This design comes from an exercise in tuning for a short achievable clock period and few clock cycles on the open sky130 flow, not from production work. The RTL was checked by simulation tests, not by an equivalence proof against the original design. Power is estimated from default activity; no workload was simulated.

alpha:
## risc16
module risc16 (
           input clk,
           input rst,
           input extern_halt,
           input [15:0] ir,
           input [15:0] data_in,
           output[15:0] pc_out,
           output[15:0] outRegA,
           output [15:0] addr,
           output [15:0] data_bus,
           output mem_rw
       );
Size in the first run: ~2700 cells after synthesis, ~770 flip-flops, ~100 I/O pins.
clock: 10.0 ns
lec_check: 0
cap_margin: 20
core_margin: 2
core_utilization: 60
setup_slack_margin: 5
slew_margin: 20
tns_end_percent: 100
standard.sh (not shown) runs the stock make flow with config.mk's settings and CLKGATE_MAP_FILE= SYNTH_SCRIPT=/design/flow/synth_recipe.tcl, a recipe that flattens the netlist after the stock synthesis.
==> flow/flow/run.sh <==
#!/bin/bash
set -euo pipefail
bash standard.sh SETUP_SLACK_MARGIN=7.5 finish > standard.log 2>&1
Flow for alpha halted at global routing (5_1_grt), error code GRT-0232.
Testbench counts of alpha, summed over its fixed seeds: cycles 7,491.
The inputs of beta differ from those of alpha as listed below.
Settings: putting ABC_CLOCK_PERIOD_IN_PS at 1500 where nothing was set; swapping 60 for 40 in CORE_UTILIZATION.
==> flow/flow/run.sh <==
#!/bin/bash
set -euo pipefail
bash standard.sh SETUP_SLACK_MARGIN=7 finish > standard.log 2>&1
### Flow results
beta ended with every stage complete and zero timing, DRC or antenna violations. beta vs alpha — placed instance count climbed by more than 10%. The lower starting density of the core of beta and alpha is in beta. Comparing beta and alpha, the lower HPWL reported at the end of detailed placement was measured on alpha.

* * *

Setup of old:
Another version of the RTL of risc16 (not shown whole).
Size in the first run: about 2000 cells after synthesis, ~610 flip-flops, roughly 100 I/O pins.
clock: 10.0 ns
lec_check: 0
abc_clock_period_in_ps: 1500
cap_margin: 20
core_margin: 2
core_utilization: 40
setup_slack_margin: 5
slew_margin: 20
tns_end_percent: 100
==> flow/flow/run.sh <==
#!/bin/bash
set -euo pipefail
bash standard.sh SETUP_SLACK_MARGIN=7 finish > standard.log 2>&1
Testbench counts of old, summed over its fixed seeds: cycles 7,494.
For new, these inputs were changed with respect to old:
Settings: clearing TNS_END_PERCENT, which used to be 100; swapping 1500 for 3000 in ABC_CLOCK_PERIOD_IN_PS.
==> flow/run.sh (new file) <==
#!/bin/bash
# synth_recipe.tcl (not shown) runs the flow's synth.tcl, then flattens the netlist and writes it again
# the make line also repeats each setting of config.mk as NAME=value (left out here)
make -C /OpenROAD-flow-scripts/flow DESIGN_CONFIG=/design/flow/config.mk WORK_HOME=/design/flow/orfs CLKGATE_MAP_FILE= SYNTH_SCRIPT=/design/flow/synth_recipe.tcl finish
removed: flow/flow/run.sh
removed: flow/standard.sh
new leaves less setup margin than old. Met3 routing resource usage after global routing: old vs new — no meaningful difference. In the flow results for new and old, the fraction of cell area in non-clock buffers is larger on old.

* * *

Another version of the RTL of risc16 (not shown whole).
Size in the first run: ~0.016 mm2 of cells after synthesis.
Settings: LEC_CHECK=0, ABC_CLOCK_PERIOD_IN_PS=1500, CAP_MARGIN=20, CORE_MARGIN=2, CORE_UTILIZATION=40, SETUP_SLACK_MARGIN=5, SLEW_MARGIN=20, TNS_END_PERCENT=100; clock period 10.0 ns.
==> flow/flow/run.sh <==
#!/bin/bash
set -euo pipefail
bash standard.sh SETUP_SLACK_MARGIN=6.5 finish > standard.log 2>&1
The first run ran to the end with no violations.
Testbench counts at the start, summed over its fixed seeds: cycles 7,513.
Edit:
==> flow/flow/run.sh (replaced) <==
#!/bin/bash
set -euo pipefail
bash standard.sh SETUP_SLACK_MARGIN=8 finish > standard.log 2>&1
Outcome: The new run went through all stages and came out clean; die area does not change; routed wire length increases by about 50%; total power increases by about 18%; hold slack improves by 0.0098 ns; via count increases by 27%; core utilization increases by 21 points.

* * *

== run A ==
Starting RTL as in the previous note.
clock: 10.0 ns
lec_check: 0
abc_clock_period_in_ps: 1500
cap_margin: 20
core_margin: 2
core_utilization: 40
setup_slack_margin: 5
slew_margin: 20
tns_end_percent: 100
==> flow/flow/run.sh <==
#!/bin/bash
set -euo pipefail
bash standard.sh SETUP_SLACK_MARGIN=7.5 finish > standard.log 2>&1
Run A: full flow OK, the timing, DRC and antenna checks passed
Testbench counts of run A, summed over its fixed seeds: cycles 7,513.
[inputs] run B vs run A
Settings: a deleted ABC_CLOCK_PERIOD_IN_PS that had been 1500; a change of CORE_UTILIZATION from 40 to 30.
==> flow/flow/run.sh <==
#!/bin/bash
set -euo pipefail
bash standard.sh SETUP_SLACK_MARGIN=7 finish > standard.log 2>&1
Findings:
- Going from run A to run B, the die area was enlarged.
- | via count of the first global-routing pass | run B vs run A | about 15% lower |
- Between run B and run A, non-clock buffer count is lower for run B, run A comes in above that.
- In run B, routed wire length is lower than in run A.
- On top fanout value on the critical path: run B sits below run A.
- Final cell count sits higher in run B than in run A.
[inputs] run C vs run B
Settings: CORE_UTILIZATION changed from 30 to 50.
Notes after the runs:
Cell count: run C lower than run B. Run C ends up with a fraction of area in clock buffers and inverters that is 0.29 points lower than in run B. The startpoint of the worst setup timing path comes out ir[9] in one run and ir[8] in the other, namely in run B and run C respectively. | global-route usage | run C vs run B | 16 points higher |. Against run B, non-clock buffer count in run C fell by a little under 10%. NOTE number of filler instances in the final layout run B->run C decreased by more than half.
For run D, these inputs were changed with respect to run C:
Settings: ABC_CLOCK_PERIOD_IN_PS newly set to 1500; CORE_UTILIZATION changed from 50 to 40.
## What came out
Run C and run D ended up with roughly the same final-layout worst hold slack.
Share of total power in combinational logic, run D and run C, higher one = run C.
Run C has lower slew at the pin with the worst max-slew slack than run D.
Run D ended up with a lower via count than run C did.
Compared with run C, in run D core outline area increased 26%, final total negative setup slack essentially unchanged, count of clock-buffer cells in the layout decreased 3.9%, number of non-clock inverters essentially unchanged.
Run D has met1 capacity usage during global routing below what run C had.
On final area, run D and run C are neck and neck.
The area growth from synthesis to final layout of run D falls short of that of run C by 0.31 points.

## afterwards: timing with drivers on the ports
The results above use ideal ports. As a check the final layouts listed here were re-extracted and re-timed, cells and wires unchanged. Step 1 sets driving cells, clkbuf_16 on the clock port and buf_2 on the other inputs (assumed; they add their load-dependent delay and slew). Step 2, shift: input delay + t, output delay - t, t = (earliest + latest rising clock arrival at the registers) / 2. This alone moves slack from input paths to output paths. a / b / c = no drivers / after step 1 / after step 2; a / b = the first two.
run	t, ns	slack for setup (ns)	hold slack, ns
beta	0.713	6.683 / 6.618 / 6.112	0.478 / 0.478 / 0.478
old	0.684	5.551 / 5.551 / 5.551	0.472 / 0.472 / 0.472
new	0.669	5.173 / 5.173 / 4.555	0.467 / 0.467 / 0.467
the first run of note 3	0.639	6.543 / 6.490 / 5.939	0.444 / 0.444 / 0.444
the second run of note 3	0.605	6.552 / 6.558 / 5.953	0.453 / 0.453 / 0.453
run A	0.625	6.630 / 6.634 / 6.009	0.464 / 0.464 / 0.464
run B	0.594	6.746 / 6.755 / 6.161	0.500 / 0.500 / 0.500
run C	0.579	6.810 / 6.821 / 6.242	0.439 / 0.439 / 0.439
run D	0.603	6.860 / 6.857 / 6.254	0.440 / 0.440 / 0.440
After both steps setup and hold are still met in every run listed. The setup slack of run A, which loses most, moves by +0.004 ns with the drivers and by -0.621 ns with both steps.
